Source: an optimization exercise on an open RTL-to-GDS flow (aim: small area and a short achievable clock period). Production flows keep margins and buffers that such runs may drop. The RTL was checked by simulation tests, not by an equivalence proof against the original design. Power is estimated from default activity; no workload was simulated.

==> flow/design.v <==
module calc_tile_n #(
    parameter int HI = 12,
    parameter int LO = 0
) (
    input  logic [12:0]  rem_i,    
    input  logic [9:0]   den,
    output logic [HI:LO] quo,
    output logic [12:0]  rem_o     
);
function automatic logic [11:0] borrows(input logic [10:0] a, input logic [10:0] b);
    logic [11:0] bo;
    integer j;
    bo[0] = 1'b0;
    for (j = 0; j < 11; j = j + 1)
        bo[j+1] = (~a[j] & b[j]) | ((~a[j] | b[j]) & bo[j]);
    borrows = bo;
endfunction
logic [12:0] r [LO:HI+1];
assign r[HI+1] = rem_i;
assign rem_o   = r[LO];
genvar i;
generate
    for (i = HI; i >= LO; i--) begin : g_row
        localparam int W  = 13 - i;               
        localparam int WC = (W < 11) ? W : 11;    
        logic [10:0] a, b, nb;
        logic [11:0] bo;
        logic        hi_zero;
        assign a  = 11'(r[i+1] >> i) & ((11'd1 << WC) - 11'd1);
        assign b  = {1'b0, den} & ((11'd1 << WC) - 11'd1);
        if (WC < 10) begin : g_hz
            assign hi_zero = ~|den[9:WC];
        end else begin : g_nhz
            assign hi_zero = 1'b1;
        end
        assign bo     = borrows(a, b);
        assign quo[i] = hi_zero & ~bo[WC];
        assign nb     = (a ^ ({11{quo[i]}} & (b ^ bo[10:0]))) & ((11'd1 << WC) - 11'd1);
        if (i > 0) begin : g_lo
            assign r[i] = (13'(nb) << i) | (r[i+1] & ((13'd1 << i) - 13'd1));
        end else begin : g_last
            assign r[i] = 13'(nb);
        end
    end
endgenerate
endmodule
module Layer_Decoder (
    input  logic         clk,
    input  logic         rst_n,
    input logic uLD_en_i,  
    input  logic [5:0]   layer_id_i,
    input  logic [1:0]   layer_type_i,      
    input  logic [7:0]   in_R_i, in_C_i,    
    input  logic [10:0]   in_D_i, out_K_i,   
    input  logic [1:0]   stride_i,          
    input  logic [1:0]   pad_T_i, pad_B_i, pad_L_i, pad_R_i,
    input  logic [31:0]  base_ifmap_i,
    input  logic [31:0]  base_weight_i,
    input  logic [31:0]  base_bias_i,
    input  logic [31:0]  base_ofmap_i,
    input  logic [3:0]   flags_i,          
    input  logic [7:0]   quant_scale_i,    
    output logic [5:0]   layer_id_o,
    output logic [1:0]   layer_type_o,
    output logic [7:0]   padded_R_o, padded_C_o,
    output logic [10:0]   in_D_o, out_K_o,
    output logic [1:0]   stride_o,
    output logic [1:0]   pad_T_o, pad_B_o, pad_L_o, pad_R_o,
    output logic [1:0]   kH_o, kW_o,  
    output logic [31:0]  base_ifmap_o,
    output logic [31:0]  base_weight_o,
    output logic [31:0]  base_bias_o,
    output logic [31:0]  base_ofmap_o,
    output logic [3:0]   flags_o,
    output logic [5:0]   quant_scale_o,
    output logic [31:0]  tile_n_o,
    output logic [7:0]   tile_D_o,
    output logic [7:0]   tile_K_o,
    output logic [7:0]   tile_D_f_o,
    output logic [7:0]   tile_K_f_o,
    output logic [7:0]   in_R_o,
    output logic [7:0]   in_C_o,
    output logic [7:0]   out_R_o,
    output logic [7:0]   out_C_o
);
function automatic logic [10:0] add11(input logic [10:0] x, input logic [10:0] y);
    logic [10:0] g, t, g2, t2, c;
    integer j, s;
    g = x & y;
    t = x | y;
    for (s = 1; s < 11; s = s * 2) begin
        g2 = g; t2 = t;
        for (j = 0; j < 11; j = j + 1)
            if (j >= s) begin
                g2[j] = g[j] | (t[j] & g[j-s]);
                t2[j] = t[j] & t[j-s];
            end
        g = g2; t = t2;
    end
    c = {g[9:0], 1'b0};
    add11 = x ^ (y ^ c);
endfunction
function automatic logic [7:0] div3(input logic [8:0] x);
    logic [1:0] r;
    logic [8:0] q;
    r = 2'd0;
    for (int i = 8; i >= 0; i--) begin
        q[i] = (r == 2'd2) | ((r == 2'd1) & x[i]);
        case ({r, x[i]})
            3'b001:  r = 2'd1;
            3'b010:  r = 2'd2;
            3'b100:  r = 2'd1;
            3'b101:  r = 2'd2;
            default: r = 2'd0;
        endcase
    end
    div3 = q[7:0];    
endfunction
function automatic logic [7:0] out_size(input logic [7:0] padded,
                                        input logic       k3,
                                        input logic [1:0] stride);
    logic [8:0] z;
    z = {1'b0, padded} + (k3 ? 9'd0 : 9'd2);
    case (stride)
        2'd2:    out_size = z[8:1];
        2'd3:    out_size = (z == 9'd0) ? 8'd86 : div3(z + 9'd2);
        default: out_size = 8'(z - 9'd2);
    endcase
endfunction
function automatic logic [7:0] out_size_fast(input logic [7:0] padded,
                                             input logic       k3,
                                             input logic [1:0] stride);
    logic [10:0] p11;
    p11 = {3'b000, padded};
    case (stride)
        2'd2:    out_size_fast = 8'(add11(p11, k3 ? 11'd0 : 11'd2) >> 1);
        2'd3:    out_size_fast = (k3 && padded == 8'd0) ? 8'd86
                                 : div3(9'(add11(p11, k3 ? 11'd2 : 11'd4)));
        default: out_size_fast = 8'(add11(p11, k3 ? 11'h7fe : 11'd0));
    endcase
endfunction
logic       k3_i;
logic [7:0] padded_C_i;
logic [7:0] out_C_d;
assign k3_i       = layer_type_i[0];              
assign padded_C_i = 8'(add11({3'b000, in_C_i}, {8'd0, 3'({1'b0, pad_L_i} + {1'b0, pad_R_i})}));
assign out_C_d    = out_size_fast(padded_C_i, k3_i, stride_i);
localparam int SPLIT = 7;
function automatic logic [12:0] tile_n_const(input logic [1:0] t);
    case (t)
        2'd0: tile_n_const = 13'd668;
        2'd2:  tile_n_const = 13'd2180;
        2'd3:    tile_n_const = 13'd586;
        default:    tile_n_const = 13'd0;
    endcase
endfunction
logic [9:0]        den_d;
logic [12:0]       num_d, rem_d;
logic [12:SPLIT]   quo_hi, tile_n_hi_d;
assign num_d = {add11({3'd0, out_C_d}, 11'd1635), 2'b10};
assign den_d = 10'(add11({3'd0, in_C_i}, {2'b00, out_C_d, 1'b0}));
calc_tile_n #(.HI(12), .LO(SPLIT)) calc_n_hi_u (
    .rem_i (num_d),
    .den   (den_d),
    .quo   (quo_hi),
    .rem_o (rem_d)
);
logic [12:0]       const_d;
assign const_d     = tile_n_const(layer_type_i);
assign tile_n_hi_d = (layer_type_i == 2'd1) ? quo_hi : const_d[12:SPLIT];
logic [12:SPLIT]   tile_n_hi;
logic [9:0]        den_q;
logic [12:0]       rem_q;
always_ff @(posedge clk or negedge rst_n) begin
    if (!rst_n) begin
        layer_id_o      <= 6'd0;
        layer_type_o    <= 2'd0;
        in_D_o          <= 11'd0;
        out_K_o         <= 11'd0;
        stride_o        <= 2'd0;
        pad_T_o         <= 2'd0;
        pad_B_o         <= 2'd0;
        pad_L_o         <= 2'd0;
        pad_R_o         <= 2'd0;
        base_ifmap_o    <= 32'd0;
        base_weight_o   <= 32'd0;
        base_bias_o     <= 32'd0;
        base_ofmap_o    <= 32'd0;
        flags_o         <= 4'd0;
        quant_scale_o   <= 6'd0;
        in_R_o          <= 8'd0;
        in_C_o          <= 8'd0;
        out_C_o         <= 8'd0;
        tile_n_hi       <= '0;
    end
    else if (uLD_en_i) begin
        layer_id_o      <= layer_id_i;
        layer_type_o    <= layer_type_i;
        in_D_o          <= in_D_i;
        out_K_o         <= out_K_i;
        stride_o        <= stride_i;
        pad_T_o         <= pad_T_i;
        pad_B_o         <= pad_B_i;
        pad_L_o         <= pad_L_i;
        pad_R_o         <= pad_R_i;
        base_ifmap_o    <= base_ifmap_i;
        base_weight_o   <= base_weight_i;
        base_bias_o     <= base_bias_i;
        base_ofmap_o    <= base_ofmap_i;
        flags_o         <= flags_i;
        quant_scale_o   <= quant_scale_i[5:0];
        in_R_o          <= in_R_i;
        in_C_o          <= in_C_i;
        out_C_o         <= out_C_d;
        tile_n_hi       <= tile_n_hi_d;
    end
end
always_ff @(posedge clk) begin
    if (uLD_en_i) begin
        den_q           <= den_d;
        rem_q           <= rem_d;
    end
end
logic        loaded;                  
logic        pw, dw, std, lin;
assign loaded = |stride_o;
assign pw  = loaded & (layer_type_o == 2'd0);
assign dw  = (layer_type_o == 2'd1);
assign std = (layer_type_o == 2'd2);
assign lin = (layer_type_o == 2'd3);
assign padded_R_o = in_R_o + pad_T_o + pad_B_o;
assign padded_C_o = in_C_o + pad_L_o + pad_R_o;
assign out_R_o = out_size(padded_R_o, layer_type_o[0], stride_o);
assign kH_o = {layer_type_o[0], loaded};
assign kW_o = kH_o;
assign tile_D_o   = {2'b00, pw | lin, 1'b0, dw | std, 1'b0, dw | std, 1'b0};
assign tile_K_o   = tile_D_o;
assign tile_K_f_o = tile_D_o;
assign tile_D_f_o = {2'b00, pw | lin, 1'b0, std, 1'b0, std, dw};
logic [SPLIT-1:0] quo_lo;
logic [12:0]      rem_unused;
calc_tile_n #(.HI(SPLIT-1), .LO(0)) calc_n_lo_u (
    .rem_i (rem_q),
    .den   (den_q),
    .quo   (quo_lo),
    .rem_o (rem_unused)
);
logic [12:0]      const_q;
assign const_q = tile_n_const(layer_type_o);
always_comb begin
    tile_n_o = 32'd0;
    tile_n_o[12:SPLIT] = tile_n_hi;
    if (dw)
        tile_n_o[SPLIT-1:0] = quo_lo;
    else if (loaded)
        tile_n_o[SPLIT-1:0] = const_q[SPLIT-1:0];
end
endmodule
export LEC_CHECK = 0
export ABC_AREA = 1
export CAP_MARGIN = 20
export CORE_MARGIN = 2
export CORE_UTILIZATION = 70
export CTS_BUF_LIST = sky130_fd_sc_hd__clkbuf_8 sky130_fd_sc_hd__clkbuf_16
export CTS_CLUSTER_DIAMETER = 80
export CTS_CLUSTER_SIZE = 24
export SLEW_MARGIN = 20
create_clock -name core_clock -period 200.0 [get_ports {clk}]
standard.sh (not shown) runs the stock make flow with config.mk's settings and CLKGATE_MAP_FILE= SYNTH_SCRIPT=/design/flow/synth_recipe.tcl, a recipe that flattens the netlist after the stock synthesis.
==> flow/flow/run.sh <==
#!/bin/bash
# The standard layout (the standard.sh, ORFS synthesis to final), with one
# change: the buffer that global placement puts on every input and output port
# is sky130_fd_sc_hd__buf_1 instead of the cell buffer_ports picks by default.
# make's full output goes to standard.log here; ORFS keeps each step's log
# under orfs/logs.
set -euo pipefail
cd "$(dirname "$0")/.."
bash standard.sh "BUFFER_PORTS_ARGS=-buffer_cell sky130_fd_sc_hd__buf_1" finish > standard.log 2>&1
The starting point finished clean.
Edit:
--- a/flow/design.v
+++ b/flow/design.v
@@ -126,27 +126,15 @@
         2'd3:    out_size = (z == 9'd0) ? 8'd86 : div3(z + 9'd2);
         default: out_size = 8'(z - 9'd2);
     endcase
 endfunction
-function automatic logic [7:0] out_size_fast(input logic [7:0] padded,
-                                             input logic       k3,
-                                             input logic [1:0] stride);
-    logic [10:0] p11;
-    p11 = {3'b000, padded};
-    case (stride)
-        2'd2:    out_size_fast = 8'(add11(p11, k3 ? 11'd0 : 11'd2) >> 1);
-        2'd3:    out_size_fast = (k3 && padded == 8'd0) ? 8'd86
-                                 : div3(9'(add11(p11, k3 ? 11'd2 : 11'd4)));
-        default: out_size_fast = 8'(add11(p11, k3 ? 11'h7fe : 11'd0));
-    endcase
-endfunction
 logic       k3_i;
 logic [7:0] padded_C_i;
 logic [7:0] out_C_d;
 assign k3_i       = layer_type_i[0];              
 assign padded_C_i = 8'(add11({3'b000, in_C_i}, {8'd0, 3'({1'b0, pad_L_i} + {1'b0, pad_R_i})}));
-assign out_C_d    = out_size_fast(padded_C_i, k3_i, stride_i);
-localparam int SPLIT = 7;
+assign out_C_d    = out_size(padded_C_i, k3_i, stride_i);
+localparam int SPLIT = 8;
 function automatic logic [12:0] tile_n_const(input logic [1:0] t);
     case (t)
         2'd0: tile_n_const = 13'd668;
         2'd2:  tile_n_const = 13'd2180;
The new run completed with no timing, DRC or antenna violations.
Global-route usage hardly moves.
Area after synthesis went down by 1.8%.
Via count went down by 0.94%.
Power went up by 2.6%.
Non-clock buffer count went up by 3.
Core utilization went up by 1.1 points.
Flip-flop and latch count went down by 1.
Worst setup slack is worse by 0.31 ns.
Clock-buffer cell count went down by 2.
Maximum frequency went down by 0.62%.
Clock skew is unchanged.
Final cell count hardly moves.
Die area went down by 1.8%.
Final area went down by 1.5%.

-- what the ideal ports hide --
The results above use ideal ports. As a check the final layouts listed here were re-extracted and re-timed, cells and wires unchanged. Step 1 sets driving cells, clkbuf_16 on the clock port and buf_2 on the other inputs (assumed; they add their load-dependent delay and slew). Step 2, shift: input delay + t, output delay - t, t = (earliest + latest rising clock arrival at the registers) / 2. This alone moves slack from input paths to output paths. a / b / c = ideal / step 1 / step 2; a / b = the first two.
run | t (ns) | slack for setup (ns) | worst hold slack (ns) | worst setup path at the end | slew at the worst register clock pin (ns)
the first run | 0.528 | 150.078 / 150.076 / 149.548 | 0.477 / 0.477 / 0.477 | input to register | 0.10 / 0.10
the second run | 0.533 | 149.765 / 149.716 / 149.467 | 0.477 / 0.477 / 0.477 | input to register | 0.10 / 0.10
After both steps setup and hold are still met in every run listed. The setup slack of the first run, which loses most, moves by -0.002 ns with the drivers and by -0.530 ns with both steps.
